This is an optimization exercise on Yosys and OpenROAD, whose aim is small area, a short achievable clock period and few clock cycles per item, not a production implementation.
Function was not checked in any run shown here: the RTL went through the layout flow alone.
Power and IR drop assume default switching activity.

File: run.sh
#!/bin/bash
# synth_recipe.tcl (not shown) runs the flow's synth.tcl, then flattens the netlist and writes it again
# the make line also repeats each setting of config.mk as NAME=value (left out here)
make -C /OpenROAD-flow-scripts/flow DESIGN_CONFIG=/design/flow/config.mk WORK_HOME=/design/flow/orfs CLKGATE_MAP_FILE= SYNTH_SCRIPT=/design/flow/synth_recipe.tcl finish
File: config.mk
export PLATFORM = sky130hd
export DESIGN_NAME = heichips25_systolicArray
export DESIGN_NICKNAME = heichips25_systolicArray
export VERILOG_FILES = /design/flow/design.v
export SDC_FILE = /design/flow/constraint.sdc
export NUM_CORES = 4
export LEC_CHECK = 0
export ABC_CLOCK_PERIOD_IN_PS = 2300
export CAP_MARGIN = 20
export CORE_MARGIN = 2
export CORE_UTILIZATION = 40
export SETUP_SLACK_MARGIN = 4.2
export SLEW_MARGIN = 20
File: constraint.sdc
create_clock -name core_clock -period 6.5 [get_ports {clk}]
set_input_delay 1.3000 -clock core_clock [delete_from_list [all_inputs] [get_ports {clk}]]
set_output_delay 1.3000 -clock core_clock [all_outputs]
set_load 0.01 [all_outputs]
File: design.v
module dot4_csa2 (
  input  [3:0] a0, a1, a2, a3, b0, b1, b2, b3,
  output [31:0] r
);
  wire n1 = a0[0] & b0[0];
  wire n2 = a0[0] & b0[1];
  wire n3 = a0[0] & b0[2];
  wire n4 = a0[0] & b0[3];
  wire n5 = a1[0] & b1[0];
  wire n6 = a1[0] & b1[1];
  wire n7 = a1[0] & b1[2];
  wire n8 = a1[0] & b1[3];
  wire n9 = a2[0] & b2[0];
  wire n10 = a2[0] & b2[1];
  wire n11 = a2[0] & b2[2];
  wire n12 = a2[0] & b2[3];
  wire n13 = a3[0] & b3[0];
  wire n14 = a3[0] & b3[1];
  wire n15 = a3[0] & b3[2];
  wire n16 = a3[0] & b3[3];
  wire n17 = a0[1] & b0[0];
  wire n18 = a0[1] & b0[1];
  wire n19 = a0[1] & b0[2];
  wire n20 = a0[1] & b0[3];
  wire n21 = a1[1] & b1[0];
  wire n22 = a1[1] & b1[1];
  wire n23 = a1[1] & b1[2];
  wire n24 = a1[1] & b1[3];
  wire n25 = a2[1] & b2[0];
  wire n26 = a2[1] & b2[1];
  wire n27 = a2[1] & b2[2];
  wire n28 = a2[1] & b2[3];
  wire n29 = a3[1] & b3[0];
  wire n30 = a3[1] & b3[1];
  wire n31 = a3[1] & b3[2];
  wire n32 = a3[1] & b3[3];
  wire n33 = a0[2] & b0[0];
  wire n34 = a0[2] & b0[1];
  wire n35 = a0[2] & b0[2];
  wire n36 = a0[2] & b0[3];
  wire n37 = a1[2] & b1[0];
  wire n38 = a1[2] & b1[1];
  wire n39 = a1[2] & b1[2];
  wire n40 = a1[2] & b1[3];
  wire n41 = a2[2] & b2[0];
  wire n42 = a2[2] & b2[1];
  wire n43 = a2[2] & b2[2];
  wire n44 = a2[2] & b2[3];
  wire n45 = a3[2] & b3[0];
  wire n46 = a3[2] & b3[1];
  wire n47 = a3[2] & b3[2];
  wire n48 = a3[2] & b3[3];
  wire n49 = a0[3] & b0[0];
  wire n50 = a0[3] & b0[1];
  wire n51 = a0[3] & b0[2];
  wire n52 = a0[3] & b0[3];
  wire n53 = a1[3] & b1[0];
  wire n54 = a1[3] & b1[1];
  wire n55 = a1[3] & b1[2];
  wire n56 = a1[3] & b1[3];
  wire n57 = a2[3] & b2[0];
  wire n58 = a2[3] & b2[1];
  wire n59 = a2[3] & b2[2];
  wire n60 = a2[3] & b2[3];
  wire n61 = a3[3] & b3[0];
  wire n62 = a3[3] & b3[1];
  wire n63 = a3[3] & b3[2];
  wire n64 = a3[3] & b3[3];
  wire n65 = n1 ^ n5;
  wire n66 = n9 ^ n13;
  wire n67 = n65 ^ n66;
  wire n68 = ~n67 & n13;
  wire n69 = n1 & n9;
  wire n70 = n1 | n9;
  wire n71 = n5 & n70;
  wire n72 = n69 | n71;
  wire n73 = n2 ^ n6;
  wire n74 = n10 ^ n14;
  wire n75 = n73 ^ n74;
  wire n76 = n75 ^ n72;
  wire n77 = n75 ? n72 : n14;
  wire n78 = n2 & n10;
  wire n79 = n2 | n10;
  wire n80 = n6 & n79;
  wire n81 = n78 | n80;
  wire n82 = n3 ^ n7;
  wire n83 = n11 ^ n15;
  wire n84 = n82 ^ n83;
  wire n85 = n84 ^ n81;
  wire n86 = n84 ? n81 : n15;
  wire n87 = n3 & n11;
  wire n88 = n3 | n11;
  wire n89 = n7 & n88;
  wire n90 = n87 | n89;
  wire n91 = n4 ^ n8;
  wire n92 = n12 ^ n16;
  wire n93 = n91 ^ n92;
  wire n94 = n93 ^ n90;
  wire n95 = n93 ? n90 : n16;
  wire n96 = n4 & n12;
  wire n97 = n4 | n12;
  wire n98 = n8 & n97;
  wire n99 = n96 | n98;
  wire n100 = n17 ^ n21;
  wire n101 = n25 ^ n29;
  wire n102 = n100 ^ n101;
  wire n103 = ~n102 & n29;
  wire n104 = n17 & n25;
  wire n105 = n17 | n25;
  wire n106 = n21 & n105;
  wire n107 = n104 | n106;
  wire n108 = n18 ^ n22;
  wire n109 = n26 ^ n30;
  wire n110 = n108 ^ n109;
  wire n111 = n110 ^ n107;
  wire n112 = n110 ? n107 : n30;
  wire n113 = n18 & n26;
  wire n114 = n18 | n26;
  wire n115 = n22 & n114;
  wire n116 = n113 | n115;
  wire n117 = n19 ^ n23;
  wire n118 = n27 ^ n31;
  wire n119 = n117 ^ n118;
  wire n120 = n119 ^ n116;
  wire n121 = n119 ? n116 : n31;
  wire n122 = n19 & n27;
  wire n123 = n19 | n27;
  wire n124 = n23 & n123;
  wire n125 = n122 | n124;
  wire n126 = n20 ^ n24;
  wire n127 = n28 ^ n32;
  wire n128 = n126 ^ n127;
  wire n129 = n128 ^ n125;
  wire n130 = n128 ? n125 : n32;
  wire n131 = n20 & n28;
  wire n132 = n20 | n28;
  wire n133 = n24 & n132;
  wire n134 = n131 | n133;
  wire n135 = n33 ^ n37;
  wire n136 = n41 ^ n45;
  wire n137 = n135 ^ n136;
  wire n138 = ~n137 & n45;
  wire n139 = n33 & n41;
  wire n140 = n33 | n41;
  wire n141 = n37 & n140;
  wire n142 = n139 | n141;
  wire n143 = n34 ^ n38;
  wire n144 = n42 ^ n46;
  wire n145 = n143 ^ n144;
  wire n146 = n145 ^ n142;
  wire n147 = n145 ? n142 : n46;
  wire n148 = n34 & n42;
  wire n149 = n34 | n42;
  wire n150 = n38 & n149;
  wire n151 = n148 | n150;
  wire n152 = n35 ^ n39;
  wire n153 = n43 ^ n47;
  wire n154 = n152 ^ n153;
  wire n155 = n154 ^ n151;
  wire n156 = n154 ? n151 : n47;
  wire n157 = n35 & n43;
  wire n158 = n35 | n43;
  wire n159 = n39 & n158;
  wire n160 = n157 | n159;
  wire n161 = n36 ^ n40;
  wire n162 = n44 ^ n48;
  wire n163 = n161 ^ n162;
  wire n164 = n163 ^ n160;
  wire n165 = n163 ? n160 : n48;
  wire n166 = n36 & n44;
  wire n167 = n36 | n44;
  wire n168 = n40 & n167;
  wire n169 = n166 | n168;
  wire n170 = n49 ^ n53;
  wire n171 = n57 ^ n61;
  wire n172 = n170 ^ n171;
  wire n173 = ~n172 & n61;
  wire n174 = n49 & n57;
  wire n175 = n49 | n57;
  wire n176 = n53 & n175;
  wire n177 = n174 | n176;
  wire n178 = n50 ^ n54;
  wire n179 = n58 ^ n62;
  wire n180 = n178 ^ n179;
  wire n181 = n180 ^ n177;
  wire n182 = n180 ? n177 : n62;
  wire n183 = n50 & n58;
  wire n184 = n50 | n58;
  wire n185 = n54 & n184;
  wire n186 = n183 | n185;
  wire n187 = n51 ^ n55;
  wire n188 = n59 ^ n63;
  wire n189 = n187 ^ n188;
  wire n190 = n189 ^ n186;
  wire n191 = n189 ? n186 : n63;
  wire n192 = n51 & n59;
  wire n193 = n51 | n59;
  wire n194 = n55 & n193;
  wire n195 = n192 | n194;
  wire n196 = n52 ^ n56;
  wire n197 = n60 ^ n64;
  wire n198 = n196 ^ n197;
  wire n199 = n198 ^ n195;
  wire n200 = n198 ? n195 : n64;
  wire n201 = n52 & n60;
  wire n202 = n52 | n60;
  wire n203 = n56 & n202;
  wire n204 = n201 | n203;
  wire n205 = n76 ^ n68;
  wire n206 = n205 ^ n102;
  wire n207 = n76 & n102;
  wire n208 = n76 | n102;
  wire n209 = n68 & n208;
  wire n210 = n207 | n209;
  wire n211 = n85 ^ n77;
  wire n212 = n111 ^ n103;
  wire n213 = n211 ^ n212;
  wire n214 = n213 ^ n210;
  wire n215 = n213 ? n210 : n103;
  wire n216 = n85 & n111;
  wire n217 = n85 | n111;
  wire n218 = n77 & n217;
  wire n219 = n216 | n218;
  wire n220 = n94 ^ n86;
  wire n221 = n120 ^ n112;
  wire n222 = n220 ^ n221;
  wire n223 = n222 ^ n219;
  wire n224 = n222 ? n219 : n112;
  wire n225 = n94 & n120;
  wire n226 = n94 | n120;
  wire n227 = n86 & n226;
  wire n228 = n225 | n227;
  wire n229 = n99 ^ n95;
  wire n230 = n129 ^ n121;
  wire n231 = n229 ^ n230;
  wire n232 = n231 ^ n228;
  wire n233 = n231 ? n228 : n121;
  wire n234 = n99 & n129;
  wire n235 = n99 | n129;
  wire n236 = n95 & n235;
  wire n237 = n234 | n236;
  wire n238 = n134 ^ n130;
  wire n239 = n238 ^ n237;
  wire n240 = n238 ? n237 : n130;
  wire n241 = n146 ^ n138;
  wire n242 = n241 ^ n172;
  wire n243 = n146 & n172;
  wire n244 = n146 | n172;
  wire n245 = n138 & n244;
  wire n246 = n243 | n245;
  wire n247 = n155 ^ n147;
  wire n248 = n181 ^ n173;
  wire n249 = n247 ^ n248;
  wire n250 = n249 ^ n246;
  wire n251 = n249 ? n246 : n173;
  wire n252 = n155 & n181;
  wire n253 = n155 | n181;
  wire n254 = n147 & n253;
  wire n255 = n252 | n254;
  wire n256 = n164 ^ n156;
  wire n257 = n190 ^ n182;
  wire n258 = n256 ^ n257;
  wire n259 = n258 ^ n255;
  wire n260 = n258 ? n255 : n182;
  wire n261 = n164 & n190;
  wire n262 = n164 | n190;
  wire n263 = n156 & n262;
  wire n264 = n261 | n263;
  wire n265 = n169 ^ n165;
  wire n266 = n199 ^ n191;
  wire n267 = n265 ^ n266;
  wire n268 = n267 ^ n264;
  wire n269 = n267 ? n264 : n191;
  wire n270 = n169 & n199;
  wire n271 = n169 | n199;
  wire n272 = n165 & n271;
  wire n273 = n270 | n272;
  wire n274 = n204 ^ n200;
  wire n275 = n274 ^ n273;
  wire n276 = n274 ? n273 : n200;
  assign r[0] = n67;
  assign r[1] = n206;
  assign r[2] = n214;
  assign r[3] = n223;
  assign r[4] = n232;
  assign r[5] = n239;
  assign r[6] = 1'b0;
  assign r[7] = 1'b0;
  assign r[8] = 1'b0;
  assign r[9] = 1'b0;
  assign r[10] = 1'b0;
  assign r[11] = n215;
  assign r[12] = n224;
  assign r[13] = n233;
  assign r[14] = n240;
  assign r[15] = 1'b0;
  assign r[16] = 1'b0;
  assign r[17] = 1'b0;
  assign r[18] = n137;
  assign r[19] = n242;
  assign r[20] = n250;
  assign r[21] = n259;
  assign r[22] = n268;
  assign r[23] = n275;
  assign r[24] = 1'b0;
  assign r[25] = 1'b0;
  assign r[26] = 1'b0;
  assign r[27] = 1'b0;
  assign r[28] = 1'b0;
  assign r[29] = n251;
  assign r[30] = n260;
  assign r[31] = n269;
endmodule
module heichips25_systolicArray #(
    parameter BITWIDTH = 4,
    parameter OUTWIDTH = 2*BITWIDTH
)(
    input                           clk,
    input                           reset,
    input        [BITWIDTH -1:0]    data_in,
    input                           load_weights,
    input                           load_inputs,
    input                           store_outputs,
    output logic [OUTWIDTH -1:0]    results,
    output logic                    valid_out
);
    logic [3:0] w [0:15];
    logic [3:0] x [0:3][0:3];
    logic [3:0]  icnt;       
    logic [3:0]  d_r;        
    logic        lw_r;       
    logic [3:0]  li_r;       
    logic [3:0]  io, jo;     
    logic        mid_r;      
    logic        p_is0;      
    logic        st_r;       
    logic [31:0] pr;         
    logic [7:0]  c0;         
    always @(posedge clk) begin
        d_r  <= data_in;
        lw_r <= load_weights;
        for (int r = 0; r < 4; r++) li_r[r] <= load_inputs && icnt[3:2] == r;
    end
    always @(posedge clk) begin
        if (lw_r) begin
            w[0] <= d_r;
            for (int n = 1; n < 16; n++) w[n] <= w[n-1];
        end
    end
    always @(posedge clk) begin
        for (int r = 0; r < 4; r++) begin
            if (li_r[r]) begin
                x[r][0] <= d_r;
                for (int k = 1; k < 4; k++) x[r][k] <= x[r][k-1];
            end
        end
    end
    wire mid_n = icnt >= 4 && icnt <= 14;
    always @(posedge clk) begin
        icnt      <= reset ? 4'd0 : load_inputs ? icnt + 4'd1 : icnt;
        valid_out <= !reset && load_inputs && icnt == 15;
        mid_r     <= mid_n;
        if (mid_n) begin
            io <= 4'b0001;
            jo <= 4'b0001;
        end else if (store_outputs) begin
            jo <= {jo[2:0], jo[3]};
            if (jo[3]) io <= {io[2:0], io[3]};
        end else begin
            io <= 4'b0001;
            jo <= 4'b0010;
        end
        p_is0     <= mid_r;
        st_r      <= store_outputs;
    end
    logic [3:0] a [0:3];
    logic [3:0] b [0:3];
    always_comb begin
        for (int k = 0; k < 4; k++) begin
            a[k] = ({4{io[0]}} & x[0][3-k]) | ({4{io[1]}} & x[1][3-k])
                 | ({4{io[2]}} & x[2][3-k]) | ({4{io[3]}} & x[3][3-k]);
            b[k] = ({4{jo[0]}} & w[15-4*k]) | ({4{jo[1]}} & w[14-4*k])
                 | ({4{jo[2]}} & w[13-4*k]) | ({4{jo[3]}} & w[12-4*k]);
        end
    end
    wire [31:0] r4;
    dot4_csa2 csa (
        .a0(a[0]), .a1(a[1]), .a2(a[2]), .a3(a[3]),
        .b0(b[0]), .b1(b[1]), .b2(b[2]), .b3(b[3]),
        .r(r4)
    );
    logic [7:0] s2, c2;
    always_comb begin
        logic cin, p;
        logic [7:0] x1, x2, x3, x4;
        x1 = pr[7:0]; x2 = pr[15:8]; x3 = pr[23:16]; x4 = pr[31:24];
        cin = 1'b0;
        c2 = 8'd0;
        for (int col = 0; col < 8; col++) begin
            p = (x1[col] ^ x2[col]) ^ (x3[col] ^ x4[col]);
            s2[col] = p ^ cin;
            if (col < 7) c2[col+1] = p ? cin : x4[col];
            cin = (x1[col] & x3[col]) | (x2[col] & (x1[col] | x3[col]));
        end
    end
    wire [7:0] sum = s2 + c2;
    always @(posedge clk) begin
        pr <= r4;
        if (p_is0) c0 <= sum;
        results <= st_r ? sum : c0;
    end
endmodule
==> results of run 1 <==
-- worst max-delay path by stage --
stage | slack (ns) | to
after floorplan | 4.15 | pr[14]$_DFF_P_
after global placement | 3.12 | pr[21]$_DFF_P_
after detailed placement | 3.08 | pr[21]$_DFF_P_
after CTS | 3.89 | pr[30]$_DFF_P_
after global routing | 3.77 | pr[30]$_DFF_P_
final | 3.84 | pr[14]$_DFF_P_
-- cells in the mapped netlist (all sizes together) (4+ instances only) --
cell	n
dfxtp	52
buf	16
mux2	8
xnor2	82
nor2	25
ha	7
a221oi	8
xor2	14
inv	12
edfxtp	136
a22oi	83
mux2i	7
maj3	38
a21oi	4
fa	5
a22o	8
nor3	4
nand2	39
-- cell type report --
class                      count  area, um2
clock inverter                15      176.4
timing repair buffer          99      805.8
tap                          275      344.1
sequential                   188       5159
fill                        1806      10410
multi-input combinational    355       3719
clock buffer                  17      425.4
inverter                      12      45.04
-- kinds of logic after synthesis --
logic type	share of synthesized area (%)
flops	59.37
fa+ha+maj	6.943
mux	1.855
xor+xnor	11.16
buf+inv	2.870
compound gates	13.67
simple gates	4.131
-- through the flow --
stage	worst slack, ns	total power, mW	area [um2]	std cells	hold slack (ns)
floorplan	4.148	2.371	8675	574	0.3096
global placement	3.122	2.560	8986	848	0.3174
detailed placement	3.083	2.583	8986	848	0.3175
CTS	3.890	3.777	10140	917	0.3348
global route	3.766	4.076	10670	961	0.3456
finish	3.845	3.871	10670	961	0.3325
-- registers in the layout, summed over array words and instances, names as in the netlist --
name	flops
c0	8
d_r	4
icnt	4
io	4
jo	4
li_r	4
lw_r	1
mid_r	1
p_is0	1
pr	19
results	8
st_r	1
valid_out	1
w	64
x	64
-- metal layers --
layer | up-vias | GRT usage, % | part of all wire, %
li1 | 2364 | - | -
met1 | 2452 | 21.97 | 44
met2 | 71 | 29.45 | 52
met3 | 20 | 3.524 | 2.5
met4 | 0 | 5.467 | 1.7
met5 | - | 0 | 0
-- worst max-delay path: stages, from the launching register on --
cell	delay, ns
dfxtp_4	0.39
buf_6	0.12
a22oi_2	0.34
nand2_2	0.12
nand2_2	0.09
xnor3_2	0.43
maj3_2	0.36
maj3_2	0.35
maj3_2	0.33
-- where the power goes --
group / switching, mW / leakage (nW) / internal, mW
Sequential: 0.0769 / 1.72 / 1.44
Combinational: 0.595 / 1.96 / 0.707
Clock: 0.497 / 0.295 / 0.551
-- repair_timing --
action,4_1_cts,5_1_grt
resized for setup,73,57
setup endpoints to repair,30,30
pin swaps,17,45
buffers inserted,37,44
==> key figures, run 1 <==
Outcome
  – Status: complete, no violations

Clock network
  – Hold Buf Count CTS: 0
  – Root Driver: clkbuf_16
  – TritonCTS clock tree: built
  – CTS max path bufs: 2
  – Clock-pin slew on the worst setup and hold paths: 0.08 ns
  – H-tree levels: 4
  – Inserted Clock Buffers: 17
  – Clock sinks: 188
  – Worst skew pair latency: 0.44 ns

Route
  – Residual DRC: 0
  – WL per Instance: 19.50 um
  – DRT Wirelength: 18740 um
  – Initial DRC Count: 371
  – First-pass DRT Iterations: 4
  – Post-DRT Antenna Nets: 0
  – Vias/cell: 5.106
  – Via count: 4907

Placement
  – Final HPWL DP: 12760 um
  – Gpl congestion: 0.8614
  – IO buf count: 17

Logic synthesis
  – Yosys Warn Count: 9
  – Cells after Synth: 574
  – Synthesis-stage register bit count: 188
  – Area of the mapped netlist: 0.008632 mm2
  – Post-synth EDFFs: 136
  – Cell taking the most area after synthesis: edfxtp_1
  – Top-area cell type share of the netlist area: 47.31%
  – Synth async-reset ratio: 0%
  – Most used DFF post-synth: edfxtp_1
  – Register area share after synthesis: 59.37%
  – Mean post-synth cell area: 15.04 um2
  – Synth Net Count: 595
  – Synth area leaders: edfxtp_1, dfxtp_1, xnor2_1
  – Unique masters post-synth: 40

Setup path
  – Crit path kind: reg2reg
  – Worst setup EP type: flop
  – Worst Setup Start Kind: flop
  – Critical R2R Launch: io[2]$_SDFFE_PP0P_
  – Worst Path Required: 6.82 ns
  – CP startpoint: io[2]$_SDFFE_PP0P_
  – Worst Path Max Fanout: 8
  – R2R Path End: pr[14]$_DFF_P_
  – R2r worst-path depth: 8
  – Reg2reg setup slack: 3.84 ns
  – CP arrival: 2.97 ns

Timing
  – Final period util: 40.85%
  – Max Clock Skew: 0.01330 ns
  – # setup viols final: 0
  – Slew HR: 29.31%
  – RSZ-0062 raised after global routing: true
  – TNS Setup: 0 ns
  – Worst Max-Slew Pin Slew: 1.049 ns
  – Max-slew violations: 0
  – Final worst path period need: 2.655 ns
  – Hold Fails Final Rpt: 0
  – Max Clk Rate: 0.3766 GHz

Cells and area
  – Final net count: 694
  – Ratio of cells with drive above 1 in the final layout: 44.02%
  – Ant. Diodes: 0
  – Commonest cells after routing, fill and taps aside: edfxtp_1, buf_4, xnor2_1
  – Area Growth Syn to Fin: 23.66%
  – Commonest non-fill, non-tap cell in the layout: edfxtp_1
  – Final core utilization: 50.62%

Floorplan
  – Initial Util: 40.93%
  – Die X: 150.9 um
  – Core area: 0.02109 mm2
  – Die height: 150.9 um
  – Number of I/O pins: 18
  – Site Rows: 53
  – DIE AREA: 0.02277 mm2

Power and ir drop
  – Leakage power: 3.982 nW
  – Peak VDD IR: 0.1625 mV
  – Pwr Density: 362.6 mW/mm2

Hold path
  – Worst Hold Depth: 0
  – Worst hold start: mid_r$_DFF_P_
  – Hold Crit Class: reg2reg
  – Hold EP: p_is0$_DFF_P_

GRT
  – First-pass GRT wire length: 28480 um
  – Initial antenna violation count: 0
  – Global-route usage over all layers: 17.21%
  – Vias in the first global route: 4852
  – Largest net degree at the start of global routing: 65
  – Grt ovf: 0

Job
  – Max Cap Viol: 0
==> inputs of run 2 (changes only) <==
--- a/config.mk
+++ b/config.mk
@@ -7,3 +7,2 @@
 export LEC_CHECK = 0
-export ABC_CLOCK_PERIOD_IN_PS = 2300
 export CAP_MARGIN = 20
==> run 2 against run 1 <==
Compared with the run above:
- critical path depth unchanged
- sequential power about the same
- combinational power about the same
- setup slack unchanged
- still clean
- sequential share of layout area unchanged
- highest routed layer unchanged
- utilization unchanged
- via count unchanged
- wire length unchanged
- first-iteration DRC count unchanged
- critical endpoint unchanged
==> key figures, run 2 <==
Power and ir drop
  – Final Power: 3.871 mW (unchanged)
  – Part of the power in registers: 39.3% (about the same)
  – NetSw: 1.170 mW (unchanged)
  – Clock group share of total power: 27.1% (about the same)
  – Pwr Density: 362.6 mW/mm2 (unchanged)
  – Comb power frac: 33.6% (about the same)
  – Cell internal pwr: 2.701 mW (unchanged)
  – Peak VDD IR: 0.1625 mV (unchanged)
  – Switching Share: 30.22% (unchanged)
  – Leakage power: 3.982 nW (unchanged)

Cells and area
  – Area Growth Syn to Fin: 23.66% (unchanged)
  – Ratio of cells with drive above 1 in the final layout: 44.02% (unchanged)
  – Ant. Diodes: 0 (unchanged)
  – Commonest non-fill, non-tap cell in the layout: edfxtp_1
  – Final net count: 694 (unchanged)
  – Biggest regs: w: 64 flops, x: 64 flops, pr: 19 flops
  – Commonest cells after routing, fill and taps aside: edfxtp_1, buf_4, xnor2_1

Setup path
  – Critical path's slowest cell: xnor3_2
  – Crit-path cells: buf_6 -> a22oi_2 -> nand2_2 -> nand2_2 -> xnor3_2 -> maj3_2 -> maj3_2 -> maj3_2
  – CP arrival: 2.97 ns (about the same)
  – Worst Setup Start Kind: flop
  – Worst Path Max Fanout: 8 (unchanged)
  – Worst Path Required: 6.82 ns (about the same)
  – Critical path's top delay family: adder cells
  – Worst path max stage delay: 0.43 ns (about the same)
  – Buf/Inv on CP: 1 (unchanged)
  – Crit path kind: reg2reg
  – Worst setup EP type: flop
  – Crit-path most repeated cell: maj3_2

Clock network
  – H-tree levels: 4 (unchanged)
  – Inserted Clock Buffers: 17 (unchanged)
  – Clock sinks: 188 (unchanged)
  – Root Driver: clkbuf_16
  – Hold Buf Count CTS: 0 (unchanged)
  – Clock-pin slew on the worst setup and hold paths: 0.08 ns (about the same)
  – TritonCTS clock tree: built
  – CTS max path bufs: 2 (unchanged)
  – Worst skew pair latency: 0.44 ns (about the same)

Logic synthesis
  – Synthesis-stage register bit count: 188 (unchanged)
  – Synth async-reset ratio: 0% (unchanged)
  – Yosys Warn Count: 9 (unchanged)
  – Top cells by count, synth: edfxtp_1, xnor2_1, dfxtp_1
  – Unique masters post-synth: 40 (unchanged)
  – Top-area cell type share of the netlist area: 47.31% (unchanged)
  – Synth area leaders: edfxtp_1, dfxtp_1, xnor2_1
  – Post-synth EDFFs: 136 (unchanged)
  – Cells after Synth: 574 (unchanged)
  – Register area share after synthesis: 59.37% (unchanged)
  – Mean post-synth cell area: 15.04 um2 (unchanged)
  – Most numerous cell in the Yosys netlist: edfxtp_1
  – Synth Net Count: 595 (unchanged)
  – Most used DFF post-synth: edfxtp_1
  – Area of the mapped netlist: 0.008632 mm2 (unchanged)
  – Cell taking the most area after synthesis: edfxtp_1

Placement
  – IO buf count: 17 (unchanged)
  – Pre-CTS setup slack: 3.083 ns (unchanged)
  – Final HPWL DP: 12760 um (unchanged)
  – Gpl congestion: 0.8614 (unchanged)

Route
  – Vias/cell: 5.106 (unchanged)
  – Residual DRC: 0 (unchanged)
  – First-pass DRT Iterations: 4 (unchanged)
  – Post-DRT Antenna Nets: 0 (unchanged)
  – Via count: 4907 (unchanged)
  – DRT Wirelength: 18740 um (unchanged)
  – WL per Instance: 19.50 um (unchanged)
  – Initial DRC Count: 371 (unchanged)

Timing
  – # setup viols final: 0 (unchanged)
  – RSZ-0062 raised after global routing: true
  – TNS Setup: 0 ns (unchanged)
  – Final worst path period need: 2.655 ns (unchanged)
  – Hold Fails Final Rpt: 0 (unchanged)
  – Final period util: 40.85% (unchanged)
  – Max-slew violations: 0 (unchanged)
  – Max Clk Rate: 0.3766 GHz (unchanged)
  – Worst Max-Slew Pin Slew: 1.049 ns (unchanged)
  – Max Clock Skew: 0.01330 ns (unchanged)
  – Setup slack after layout: 3.845 ns (unchanged)
  – Hold Worst Slack: 0.3325 ns (unchanged)
  – Slew HR: 29.31% (unchanged)

Floorplan
  – Core area: 0.02109 mm2 (unchanged)
  – Die height: 150.9 um (unchanged)
  – DIE AREA: 0.02277 mm2 (unchanged)
  – Site Rows: 53 (unchanged)
  – Number of I/O pins: 18 (unchanged)
  – Initial Util: 40.93% (unchanged)
  – Die X: 150.9 um (unchanged)

GRT
  – Vias in the first global route: 4852 (unchanged)
  – Grt ovf: 0 (unchanged)
  – First-pass GRT wire length: 28480 um (unchanged)
  – Initial antenna violation count: 0 (unchanged)
  – Global-route usage over all layers: 17.21% (unchanged)
  – Largest net degree at the start of global routing: 65 (unchanged)

Hold path
  – Hold Crit Class: reg2reg

Job
  – Max Cap Viol: 0 (unchanged)

Outcome
  – Status: complete, no violations
## run 2: cell counts after synthesis
No cell type changed its count.
## run 2: worst register-to-register path: cells and delay by family (launching register included)
family	cells	cell delay, ns
compound gates	1	0.34
xor+xnor	1	0.43
fa+ha+maj	3	1.04
buf+inv	1	0.13
flops	1	0.39
simple gates	2	0.22
## run 2: cells by family (layout without fill, tap and decap cells)
group / count (synthesis) / count (layout) / share of synthesized area [%]
AO/OA/AOI/OAI: 109 / 109 / 13.67
XOR/XNOR: 100 / 100 / 11.16
adder cells (fa/ha/maj): 50 / 50 / 6.943
AND/OR/NAND/NOR: 81 / 81 / 4.131
multiplexers: 15 / 15 / 1.855
flip-flops: 188 / 188 / 59.37
buffers and inverters: 31 / 143 / 2.870
## run 2: per-stage QoR
| step | instances | instance area (um2) | util, % |
|---|---|---|---|
| 2_1_floorplan | 574 | 8675 | - |
| 5_1_grt | 961 | 10670 | 50.62 |
| 3_5_place_dp | 848 | 8986 | 42.61 |
| 6_report | 961 | 10670 | 50.62 |
| 4_1_cts | 917 | 10140 | 48.07 |
| 3_3_place_gp | 848 | 8986 | 42.61 |
## run 2: repair_timing
| item | CTS | global route |
|---|---|---|
| setup endpoints to repair | 30 | 30 |
| setup buffers | 37 | 44 |
| pin swaps | 17 | 45 |
| gates resized for setup | 73 | 57 |
## run 2: layout make-up
class,instances,area [um2]
Clock inverter,15,176.4
Tap cell,275,344.1
Sequential cell,188,5159
Fill cell,1806,10410
Clock buffer,17,425.4
Inverter,12,45.04
Timing Repair Buffer,99,805.8
Multi-Input combinational cell,355,3719
## run 2: worst paths after layout
path	start	end	slack (ns)	cells past startpoint
max reg2reg	io[2]$_SDFFE_PP0P_	pr[14]$_DFF_P_	3.84	8
min reg2reg	mid_r$_DFF_P_	p_is0$_DFF_P_	0.33	0
max	io[2]$_SDFFE_PP0P_	pr[14]$_DFF_P_	3.84	8
min	mid_r$_DFF_P_	p_is0$_DFF_P_	0.33	0
## run 2: power by group through the flow
stage / Clock (mW) / Sequential, mW / Combinational [mW]
6_report: 1.05 / 1.52 / 1.30
3_5_place_dp: 0 / 1.56 / 1.03
5_1_grt: 1.12 / 1.53 / 1.42
4_1_cts: 1.07 / 1.53 / 1.18
2_1_floorplan: 0 / 1.53 / 0.839
3_3_place_gp: 0 / 1.55 / 1.01
## run 2: routing by layer
layer  GRT usage [%]  up-vias  part of all wire (%)
met5               0        -                     0
met4           5.467        0                   1.7
met3           3.524       20                   2.5
met2           29.45       71                    52
met1           21.97     2452                    44
li1                -     2364                     -

==> separate check: timing with driven ports <==
How much do the figures lean on ideal ports? The routed layouts below were timed once more, with nothing changed but the port constraints. Step 1, drivers: a clkbuf_16 drives clk and a buf_2 each remaining input, both assumed. Step 2 times the ports against the registers' clock, not the clock port: input delays grow and output delays shrink by t, the midpoint of the rising clock arrivals with the driver on. Three values: ideal, step 1, step 2; two values: the first two.
run	t (ns)	setup slack, ns	worst hold slack (ns)	latest minus earliest clock arrival (ns)
run 1	0.475	3.845 / 3.845 / 3.845	0.332 / 0.332 / 0.332	0.013 / 0.014
run 2	0.475	3.845 / 3.845 / 3.845	0.332 / 0.332 / 0.332	0.013 / 0.014
After both steps every run listed still meets setup and hold.
